From an optimization exercise on the open Yosys and OpenROAD flow, aimed at small area and a short achievable clock period; shortcuts taken in it are not production practice. RTL that was checked went through simulation tests only; none was proved equivalent to the original. The RTL of run 1 was laid out without a check of its function. Power and IR drop assume default switching activity.

## flow/design.v (module list and top-level ports; edited modules follow where they fit)
// module Top_Module: 1312 lines
// module fa: 4 lines
// module ha: 4 lines
// module pgc: 4 lines
// module gc: 3 lines
module Top_Module(
    input clk,
    input wire [31:0] Num1,
    input wire [31:0] Num2,
    output reg [31:0] out
);
  // ...
==> flow/flow/run.sh <==
#!/bin/bash
# Standard layout (the standard.sh) with two changes to how it is made:
# port buffers use buf_2 instead of the default delay-cell choice, and timing
# repair aims for a setup slack of 7.8 ns instead of 0. The clock period and
# all constraints are unchanged. Full tool output goes to standard.log.
bash standard.sh SETUP_SLACK_MARGIN=7.8 "BUFFER_PORTS_ARGS=-buffer_cell sky130_fd_sc_hd__buf_2" finish > standard.log 2>&1
==> flow/standard.sh <==
#!/bin/bash
# synth_recipe.tcl (not shown) runs the flow's synth.tcl, then flattens the netlist and writes it again
# the make line also repeats each setting of config.mk as NAME=value (left out here)
make -C /OpenROAD-flow-scripts/flow DESIGN_CONFIG=/design/flow/config.mk WORK_HOME=/design/flow/orfs CLKGATE_MAP_FILE= SYNTH_SCRIPT=/design/flow/synth_recipe.tcl "${@:-finish}"
==> flow/config.mk <==
export PLATFORM = sky130hd
export DESIGN_NAME = Top_Module
export DESIGN_NICKNAME = Top_Module
export VERILOG_FILES = /design/flow/design.v
export SDC_FILE = /design/flow/constraint.sdc
export NUM_CORES = 4
export LEC_CHECK = 0
export CAP_MARGIN = 20
export CORE_MARGIN = 2
export CORE_UTILIZATION = 55
export CTS_CLUSTER_DIAMETER = 120
export CTS_CLUSTER_SIZE = 30
export SLEW_MARGIN = 20
export SYNTH_HIERARCHICAL = 1
export SYNTH_MINIMUM_KEEP_SIZE = 0
==> flow/constraint.sdc <==
create_clock -name core_clock -period 11.0 [get_ports {clk}]
set_input_delay 2.2000 -clock core_clock [delete_from_list [all_inputs] [get_ports {clk}]]
set_output_delay 2.2000 -clock core_clock [all_outputs]
set_load 0.01 [all_outputs]
==> impl_metrics.env, run 1 <==
export IMPL_buffers=196
export IMPL_rsz0062_at_grt="yes"
export IMPL_gr_total_overflow=0
export IMPL_clock_area_share_pct=1.99
export IMPL_met3_usage_pct=4.71
export IMPL_seqCellArea_um2=5380
export IMPL_synth_edf_count=0
export IMPL_crit_cells=16
export IMPL_wl_met3_um=5800
export IMPL_ctsResizeCount=95
export IMPL_largest_register="out"
export IMPL_rows=72
export IMPL_gr_max_usage_layer="met2"
export IMPL_path_class="register to register"
export IMPL_die_area_um2=40300
export IMPL_nWellTaps=518
export IMPL_fillCellCount=3235
export IMPL_power_leader="combinational logic"
export IMPL_synth_top_area_share_pct=25.1
export IMPL_power_density_nw_per_um2=325
export IMPL_drive_gt1_share_pct=16.1
export IMPL_period_minus_slack_ns=3.21
export IMPL_post_synth_top_area_cell="fa_1"
export IMPL_seq_area_share_pct=22.3
export IMPL_synth_area_mux_share_pct=1.37
export IMPL_min_to="x3[2]"
export IMPL_synthSimpleGateAreaFrac_pct=7.62
export IMPL_synth_xor_area_share_pct=14.9
export IMPL_power_w=0.00785
export IMPL_cp_required_ns=11.43
export IMPL_whs_ns=0.332
export IMPL_hold_violations=0
export IMPL_grt_antenna_before_repair=0
export IMPL_status="finished clean"
export IMPL_tightest_slew_ns=0.871
export IMPL_post_drt_via_cell_ratio=6.02
==> inputs of run 2 (changes only) <==
--- a/flow/design.v
+++ b/flow/design.v
@@ -1259,48 +1259,55 @@
     gc u_k97 (.gh(kg57), .ph(kp57), .gl(kg92), .g(kg97));
     wire kg98;
     gc u_k98 (.gh(kg58), .ph(kp58), .gl(kg92), .g(kg98));
     wire kg99;
     gc u_k99 (.gh(kg59), .ph(kp59), .gl(kg92), .g(kg99));
     wire kg100;
     gc u_k100 (.gh(kg60), .ph(kp60), .gl(kg92), .g(kg100));
     wire [39:0] ph = cp ^ {kg99, kg98, kg97, kg96, kg95, kg94, kg93, kg92, kg91, kg90, kg89, kg88, kg87, kg86, kg85, kg84, kg83, kg82, kg81, kg80, kg79, kg78, kg77, kg68, kg67, kg66, kg65, kg64, kg63, kg62, kg61, kg44, kg43, kg42, kg41, kg22, kg21, kg1, kc0, lc2};
+    wire ov0 = ~x2[9] & (x2[8] | (x2[7:0] == 8'hFF));    
+    wire ov1 = ~x2[9] & (x2[8] | (x2[7:1] == 7'h7F));    
+    wire ov2 = ~x2[9] & (x2[8] | (x2[7:0] >= 8'hFD));    
+    wire un0 = x2[9] | (x2 == 10'd0);                    
+    wire un1 = x2[9];                                    
+    wire un2 = x2[9] & (x2 != 10'h3FF);                  
     reg [25:0] p3;
     reg        st3, s3, n3;
-    reg [9:0]  x3;
+    reg [7:0]  x3;
+    reg [2:0]  ov3, un3;
     always @(posedge clk) begin
         p3  <= ph[39:14];
         st3 <= (|ph[13:0]) | ls2;
         s3  <= s2;
         n3  <= n2;
-        x3  <= x2;
+        x3  <= x2[7:0];
+        ov3 <= {ov2, ov1, ov0};
+        un3 <= {un2, un1, un0};
     end
     wire top = p3[25];
     wire [22:0] mt = top ? p3[24:2] : p3[23:1];
     wire guard = top ? p3[1] : p3[0];
     wire sticky = top ? (p3[0] | st3) : st3;
     wire rnd = guard & (sticky | mt[0]);
     wire [23:0] ones;
     assign ones[0] = 1'b1;
     genvar gi;
     generate for (gi = 1; gi < 24; gi = gi + 1) begin : g_ones
         assign ones[gi] = &mt[gi-1:0];
     end endgenerate
     wire [22:0] mr = mt ^ ({23{rnd}} & ones[22:0]);
     wire cry = rnd & ones[23];
-    wire [9:0] ea = x3 + {9'd0, top};
-    wire [9:0] eb = x3 + {9'd0, top} + 10'd1;
-    wire ovf_a = ~ea[9] & (ea[8] | (ea[7:0] == 8'hFF));
-    wire ovf_b = ~eb[9] & (eb[8] | (eb[7:0] == 8'hFF));
-    wire unf_a = ea[9] | (ea == 10'd0);
-    wire unf_b = eb[9] | (eb == 10'd0);
-    wire [7:0] ex = cry ? eb[7:0] : ea[7:0];
-    wire ovf = cry ? ovf_b : ovf_a;
-    wire unf = cry ? unf_b : unf_a;
+    wire [7:0] e1x = x3 + 8'd1;
+    wire [7:0] e2x = x3 + 8'd2;
+    wire i2 = top & cry;
+    wire i1 = top ^ cry;
+    wire [7:0] ex = i2 ? e2x : i1 ? e1x : x3;
+    wire ovf = i2 ? ov3[2] : i1 ? ov3[1] : ov3[0];
+    wire unf = i2 ? un3[2] : i1 ? un3[1] : un3[0];
     reg [31:0] res;
     always @(*) begin
         if (n3)
             res = 32'h7FC00000;
         else if (ovf)
             res = {s3, 8'hFF, 23'd0};
         else if (unf)
             res = {s3, 31'd0};
==> flow/flow/run.sh (replaced) <==
#!/bin/bash
# Standard layout (the standard.sh) with two changes to how it is made:
# port buffers use buf_2 instead of the default delay-cell choice, and timing
# repair aims for a setup slack of 7.75 ns instead of 0. The clock period and
# all constraints are unchanged. Full tool output goes to standard.log.
bash standard.sh SETUP_SLACK_MARGIN=7.75 "BUFFER_PORTS_ARGS=-buffer_cell sky130_fd_sc_hd__buf_2" finish > standard.log 2>&1
==> run 2 against run 1 <==
Net effect: still clean on timing, DRC and antenna; sequential share of layout area grew 1.0 points; cell area is 2.9% lower; fmax shrank 0.48%; critical path type unchanged.
==> impl_metrics.env, run 2 <==
export IMPL_grt_use_total_pct=30.4
export IMPL_place_congestion=0.890
export IMPL_portBuffers=96
export IMPL_crit_path_frequent_cell="mux2_4"
export IMPL_routedWlPerCell_um=23.3
export IMPL_period_minus_slack_ns=3.23
export IMPL_initial_utilization_pct=55.5
export IMPL_r2r_cells=11
export IMPL_area_growth_pct=12.9
export IMPL_drv_cap=0
export IMPL_wirelength_um=59000
export IMPL_cts_tree="yes"
export IMPL_async_flop_share_pct=0
export IMPL_fillCellCount=3051
export IMPL_hp_start="s2"
export IMPL_layout_common_cells="xnor2_1 (282), a22oi_1 (259), fa_1 (256)"
export IMPL_hold_depth=0
export IMPL_postRouteAntennaNets=0
export IMPL_gr_total_overflow=0
export IMPL_power_leakage_nw=9.72
export IMPL_fmax_mhz=310
export IMPL_hp_class="register to register"
export IMPL_netlist_top_cells_area="dfxtp_1 (26%), fa_1 (26%), xnor2_1 (12%), a22oi_1 (9.6%), ha_1 (5.2%)"
export IMPL_die_y_um=198
export IMPL_placeableCoreArea_um2=37400
export IMPL_final_common_cell="xnor2_1"
export IMPL_syn_area_um2=20800
export IMPL_tns_ns=0
export IMPL_htreeDepth=1
export IMPL_grt_pass1_wl_um=91200
export IMPL_synth_most_common_cell="xnor2_1"
export IMPL_r2r_start="p3[25]"
export IMPL_synthAdderAreaFrac_pct=30.9
export IMPL_seq_area_frac_synth_pct=25.8
export IMPL_cts_buffers=14
export IMPL_ys_seq_elements=268
export IMPL_final_max_slew_viol_count=0
export IMPL_post_synth_top_area_cell="dfxtp_1"
export IMPL_route_detailed_drc=0
export IMPL_synth_ff_type="dfxtp_1"
export IMPL_worstPathArrival_ns=3.69
export IMPL_cp_required_ns=11.47
export IMPL_synth_warnings=7
export IMPL_rsz0062_at_grt="yes"
export IMPL_drive_gt1_share_pct=16.0
export IMPL_min_to="s3"
export IMPL_crit_buf_inv=1
export IMPL_synthTopCellsByCount="xnor2_1 (286), dfxtp_1 (268), fa_1 (267)"
export IMPL_finalCritPeriodShare_pct=29.4
export IMPL_synth_top_area_share_pct=25.8
export IMPL_grt_antenna_before_repair=2
export IMPL_die_w_um=198
export IMPL_critPathLaunchType="register"
export IMPL_cp_top_family="simple AND/OR/NAND/NOR gates"
export IMPL_power_density_nw_per_um2=332
export IMPL_ios=97
export IMPL_pwr_share_seq_pct=21.0
export IMPL_rows=71
export IMPL_power_frac_clock_pct=7.8
export IMPL_post_drt_via_cell_ratio=6.05
export IMPL_synth_compound_area_share_pct=16.5
export IMPL_crit_start="p3[25]"
export IMPL_syn_mean_instance_area_um2=10.7
export IMPL_drt_first_pass_iters=6
export IMPL_critical_path_cell_chain="buf_12 -> mux2_4 -> nand4_4 -> nor4_4 -> nand4_1 -> nor2_4 -> ha_4 -> mux2_2 -> mux2_4 -> or3_4 -> nor3b_4"
export IMPL_cts_root_buffer_cell="clkbuf_16"
export IMPL_post_route_cell_area_um2=23400
export IMPL_insertion_delay_ns=0.54
export IMPL_switchingPower_w=0.00340
export IMPL_end_kind="register"
export IMPL_holdBufCountCts=0
export IMPL_swShare_pct=43.8
export IMPL_relSlewSlack_pct=60.0
export IMPL_die_area_um2=39300
export IMPL_p_int_w=0.00437
export IMPL_dr_total_vias=15300
export IMPL_fin_skew_ns=0.0311
export IMPL_path_class="register to register"
export IMPL_rrSetupSlack_ns=7.77
export IMPL_irDropWorstVdd_uv=219
export IMPL_largest_reg_flops=32
export IMPL_final_util_pct=62.7
export IMPL_pwr_share_comb_pct=71.1
export IMPL_synth_xor_area_share_pct=14.7
export IMPL_cp_max_fo=8
export IMPL_yosysUniqueCellTypes=62
export IMPL_power_w=0.00778
export IMPL_cts_sinks=268
export IMPL_num_antenna_cells=0
export IMPL_path_clk_slew_ns=0.11
export IMPL_largest_register="out"
export IMPL_synthSimpleGateAreaFrac_pct=6.72
export IMPL_synth_area_mux_share_pct=1.28
export IMPL_synth_top_family_by_area="adder cells"
export IMPL_place_area_um2=21800
export IMPL_status="finished clean"
export IMPL_fin_nets=2436
export IMPL_r2r_end="out[21]"
export IMPL_first_iter_violations=1384
export IMPL_reg_largest_list="out x32, p3 x26, ma x23"
export IMPL_clk_path_buf_depth=3
export IMPL_grt_max_degree=31
export IMPL_setup_viol=0
export IMPL_syn_inst=1941
export IMPL_dpl_hpwl_um=36700
export IMPL_grt_pass1_vias=15800
export IMPL_hold_violations=0
export IMPL_tightest_slew_ns=0.600
export IMPL_slowest_stage="or3_4"
export IMPL_slowest_delay_ns=0.48
export IMPL_synth_edf_count=0
==> run 2: changes by cell type after synthesis, moves of 6 or more <==
cell,change
inv_1,-10
nand3_1,-6
clkbuf_1,-14
o21ai_0,-17
nand2_1,-21
nor2_1,-11
xor2_1,-13
==> run 2: cell families (layout without fill, tap and decap cells) <==
family | after synthesis | after routing
buffers and inverters | 220 | 279
DFF | 268 | 268
AOI/OAI and AO/OA | 475 | 475
xor gates and xnor gates | 348 | 348
adders and majority gates | 353 | 353
and+or+nand+nor | 251 | 253
other | 2 | 20
muxes | 24 | 24
==> run 2: worst register-to-register path, delay by kind of cell, from the launching register on <==
family | cells | cell delay [ns]
and+or+nand+nor | 6 | 1.55
muxes | 3 | 0.87
DFF | 1 | 0.41
adders and majority gates | 1 | 0.19
buffers and inverters | 1 | 0.15
==> run 2: how the worst max path moves through the flow <==
stage	to	slack [ns]	cells past startpoint
2_1_floorplan	ls2	7.75	12
3_3_place_gp	out[11]	6.80	10
3_5_place_dp	out[21]	6.65	10
4_1_cts	out[21]	7.71	10
5_1_grt	ls2	7.67	13
6_report	out[21]	7.77	11
==> run 2: power groups by stage <==
| stage | clock network (W) | registers, W | logic [W] |
|---|---|---|---|
| finish | 0.000609 | 0.00164 | 0.00553 |
| CTS | 0.000629 | 0.00163 | 0.00525 |
| global route | 0.000670 | 0.00168 | 0.00619 |
| detailed placement | 0 | 0.00167 | 0.00486 |
| floorplan | 0 | 0.00161 | 0.00361 |
| global placement | 0 | 0.00166 | 0.00480 |
==> run 2: timing repair <==
action,4_1_cts,5_1_grt
resized for setup,103,61
pin swaps,28,26
buffers inserted,26,11
endpoints found under the setup margin,86,53
gates cloned,9,2
==> run 2: metal layers <==
metal,up-vias,track usage (%),routed length (um),part of all wire [%]
met4,0,11.1,2060,3.5
li1,6786,-,-,-
met5,-,0,0,0
met3,172,7.36,6150,10
met1,7502,40.3,24000,41
met2,863,48.6,26800,45
==> run 2: area by class of cell <==
type | count | area [um^2] | area share (%)
clock buffers | 15 | 375 | 1.60
well taps | 511 | 639 | 2.73
multi-input cells | 1473 | 15000 | 63.9
repair buffers | 192 | 1640 | 7.00
clock inverters | 3 | 80.1 | 0.342
inverters | 69 | 263 | 1.12
flip-flops and latches | 268 | 5450 | 23.3
==> run 2: metrics by stage <==
step	hold slack, ns	worst slack (ns)	std cells
after floorplan	0.310	7.75	1959
after global placement	0.312	6.80	2465
after detailed placement	0.322	6.65	2465
after CTS	0.348	7.71	2518
after global routing	0.357	7.67	2531
final	0.347	7.77	2531
==> run 2: per-module statistics from Yosys, one instance, submodules excluded <==
module      area (um^2)  flops+latches  copies in the design  cells inside
gc                 7.51              0                    38             1
fa                 20.0              0                   266             1
Top_Module        14100            268                     1          1501
ha                 12.5              0                    20             1
pgc                13.8              0                    58             2
==> inputs of run 3 (changes only) <==
==> flow/flow/run.sh (replaced) <==
#!/bin/bash
# Standard layout (the standard.sh) with two changes to how it is made:
# port buffers use buf_2 instead of the default delay-cell choice, and timing
# repair aims for a setup slack of 8.0 ns instead of 0. The clock period and
# all constraints are unchanged. Full tool output goes to standard.log.
bash standard.sh SETUP_SLACK_MARGIN=8.0 "BUFFER_PORTS_ARGS=-buffer_cell sky130_fd_sc_hd__buf_2" finish > standard.log 2>&1
==> run 3 against run 2 <==
Net effect: still clean; non-clock buffer count increased by 34; clock power increased by 4.3%; sequential power about the same.
==> impl_metrics.env, run 3 <==
export IMPL_status="finished clean"
export IMPL_insertion_delay_ns=0.54
export IMPL_portBuffers=96
export IMPL_synth_warnings=7
export IMPL_relSlewSlack_pct=52.3
export IMPL_instances_no_fill=2571
export IMPL_worstPathArrival_ns=0.98
export IMPL_grt_pass1_vias=16200
export IMPL_grt_use_total_pct=31.0
export IMPL_area_growth_pct=19.5
export IMPL_die_w_um=198
export IMPL_setup_viol=0
export IMPL_slowest_stage="dfxtp_2"
export IMPL_place_congestion=0.895
export IMPL_postRouteAntennaNets=0
export IMPL_fillCellCount=2888
export IMPL_routedWlPerCell_um=24.3
export IMPL_r2r_cells=12
export IMPL_synth_top_area_share_pct=25.8
export IMPL_critPathLaunchType="register"
export IMPL_first_iter_violations=1860
export IMPL_synth_most_common_cell="xnor2_1"
export IMPL_syn_mean_instance_area_um2=10.7
export IMPL_place_ws_ns=6.97
export IMPL_syn_area_um2=20800
export IMPL_yosysUniqueCellTypes=62
export IMPL_crit_start="out[27]"
export IMPL_slowest_delay_ns=0.35
export IMPL_tns_ns=0
export IMPL_ios=97
export IMPL_syn_inst=1941
export IMPL_rrSetupSlack_ns=7.83
export IMPL_power_density_nw_per_um2=331
export IMPL_tightest_slew_ns=0.696
export IMPL_grt_antenna_before_repair=1
export IMPL_period_minus_slack_ns=3.18
export IMPL_drv_cap=0
export IMPL_grt_max_degree=31
export IMPL_holdBufCountCts=0
export IMPL_reg_largest_list="out x32, p3 x26, ma x23"
export IMPL_post_drt_via_cell_ratio=6.14
export IMPL_power_w=0.00822
export IMPL_crit_cells=1
export IMPL_synth_ff_type="dfxtp_1"
export IMPL_seq_area_frac_synth_pct=25.8
export IMPL_cp_top_family="flip-flops"
export IMPL_largest_register="out"
export IMPL_path_clk_slew_ns=0.11
export IMPL_async_flop_share_pct=0
export IMPL_cts_tree="yes"
export IMPL_cts_root_buffer_cell="clkbuf_16"
export IMPL_rows=71
export IMPL_dr_total_vias=15800
export IMPL_critical_path_cell_chain="buf_6"
export IMPL_crit_buf_inv=1
export IMPL_hp_class="register to register"
export IMPL_cp_max_fo=1
export IMPL_final_max_slew_viol_count=0
export IMPL_synthTopCellsByCount="xnor2_1 (286), dfxtp_1 (268), fa_1 (267)"
export IMPL_fin_skew_ns=0.0466
export IMPL_layout_common_cells="xnor2_1 (271), a22oi_1 (230), fa_1 (211)"
export IMPL_grt_pass1_wl_um=92700
export IMPL_end_kind="output port"
export IMPL_placeableCoreArea_um2=37400
export IMPL_setup_slack_ns=7.82
export IMPL_multi_input_area_um2=15500
export IMPL_ys_seq_elements=268
export IMPL_seqCellArea_um2=5500
export IMPL_largest_reg_flops=32
export IMPL_dpl_hpwl_um=37000
export IMPL_drt_first_pass_iters=6
export IMPL_hold_violations=0
export IMPL_cp_required_ns=8.80
export IMPL_post_synth_top_area_cell="dfxtp_1"
export IMPL_finalCritPeriodShare_pct=28.9
export IMPL_irDropWorstVdd_uv=249
export IMPL_path_class="register to output port"
export IMPL_r2r_start="q22_0"
export IMPL_clk_path_buf_depth=3
export IMPL_r2r_end="p3[25]"
export IMPL_cts_sinks=268
export IMPL_cts_buffers=14
export IMPL_fmax_mhz=314
export IMPL_final_common_cell="xnor2_1"
export IMPL_rsz0062_at_grt="yes"
export IMPL_whs_ns=0.342
export IMPL_fin_nets=2471
export IMPL_wirelength_um=62400
export IMPL_gr_total_overflow=0
export IMPL_die_area_um2=39300
export IMPL_route_detailed_drc=0
export IMPL_htreeDepth=1
export IMPL_initial_utilization_pct=55.5
export IMPL_synth_edf_count=0
export IMPL_power_leakage_nw=10.1
export IMPL_netlist_top_cells_area="dfxtp_1 (26%), fa_1 (26%), xnor2_1 (12%), a22oi_1 (9.6%), ha_1 (5.2%)"
export IMPL_place_inst=2460
export IMPL_die_y_um=198
export IMPL_drive_gt1_share_pct=24.1
export IMPL_worstSetupEndpoint="out[27]"
[run 3: worst min path at each step]
| stage | start | end | slack (ns) | cells past startpoint |
|---|---|---|---|---|
| 6_report | s2 | s3 | 0.34 | 0 |
| 4_1_cts | s2 | s3 | 0.34 | 0 |
| 2_1_floorplan | n2 | n3 | 0.31 | 0 |
| 5_1_grt | s2 | s3 | 0.35 | 0 |
| 3_5_place_dp | s2 | s3 | 0.32 | 0 |
| 3_3_place_gp | s2 | s3 | 0.32 | 0 |
[run 3: cells by family (layout without fill, tap and decap cells)]
kind of cell	count (synthesis)	count (layout)	synth area share, %
buf+inv	220	316	4.05
mux	24	24	1.28
simple gates	251	254	6.72
flops	268	268	25.8
other cells	2	22	0.0362
fa+ha+maj	353	353	30.9
compound gates	475	475	16.5
xor+xnor	348	348	14.7
[run 3: report_power, final]
part | internal (W) | total (W) | switching [W]
Combinational | 0.00299 | 0.00593 | 0.00294
Sequential | 0.00142 | 0.00165 | 0.000232
Clock | 0.000288 | 0.000635 | 0.000348
Total | 0.00470 | 0.00822 | 0.00352
[run 3: what timing repair did]
action                                 4_1_cts  5_1_grt
pin swaps                                   56       63
endpoints found under the hold margin        0        0
gates resized for setup                    178      187
gates cloned                                 7       10
setup endpoints to repair                  150      120
setup buffers                               47       24
[run 3: metrics by stage]
step | utilization [%] | area [um^2]
finish | 66.4 | 24800
global route | 66.4 | 24800
CTS | 63.0 | 23600
detailed placement | 58.5 | 21900
global placement | 58.5 | 21900
floorplan | - | 21300
[run 3: routing by layer]
layer / share of wire, % / GRT usage (%)
met1: 40 / 41.6
met2: 45 / 48.8
met3: 11 / 7.20
met4: 4.3 / 11.6
met5: 0 / 0.511
[run 3: modules after synthesis, one instance, submodules excluded]
module      cells inside  area [um^2]  flops+latches  times used
fa                     1         20.0              0         266
ha                     1         12.5              0          20
pgc                    2         13.8              0          58
gc                     1         7.51              0          38
Top_Module          1501        14100            268           1
[run 3: cell type report]
type / count / share of cell area (%)
diodes: 2 / 0.0202
clock buffers: 17 / 1.54
clock inverters: 4 / 0.388
inverters: 69 / 1.06
multi-input cells: 1474 / 62.4
flip-flops and latches: 268 / 22.2
well taps: 511 / 2.58
repair buffers: 226 / 9.89

==> port drivers added, routing unchanged <==
No port has a modelled driver above. Below, the same layouts with a new extraction and two added sets of constraints. Step 1 assumes that a clkbuf_16 drives the clock port and a buf_2 every other input. Step 2, shift: input delay + t, output delay - t, t = (earliest + latest rising clock arrival at the registers) / 2. This alone moves slack from input paths to output paths. Slacks: ideal / step 1 / step 2; pairs: ideal / step 1.
run	shift t [ns]	setup slack, ns	worst hold slack (ns)	worst data-port slew with drivers (ns)	cell pins on the clock port's net
run 1	0.575	7.787 / 7.767 / 7.732	0.332 / 0.332 / 0.332	0.04	1
run 2	0.579	7.771 / 7.747 / 7.482	0.347 / 0.347 / 0.347	0.04	1
run 3	0.573	7.816 / 7.759 / 7.547	0.342 / 0.342 / 0.342	0.03	1
After both steps setup and hold are still met in every run listed. The setup slack of run 2, which loses most, moves by -0.024 ns with the drivers and by -0.289 ns with both steps.
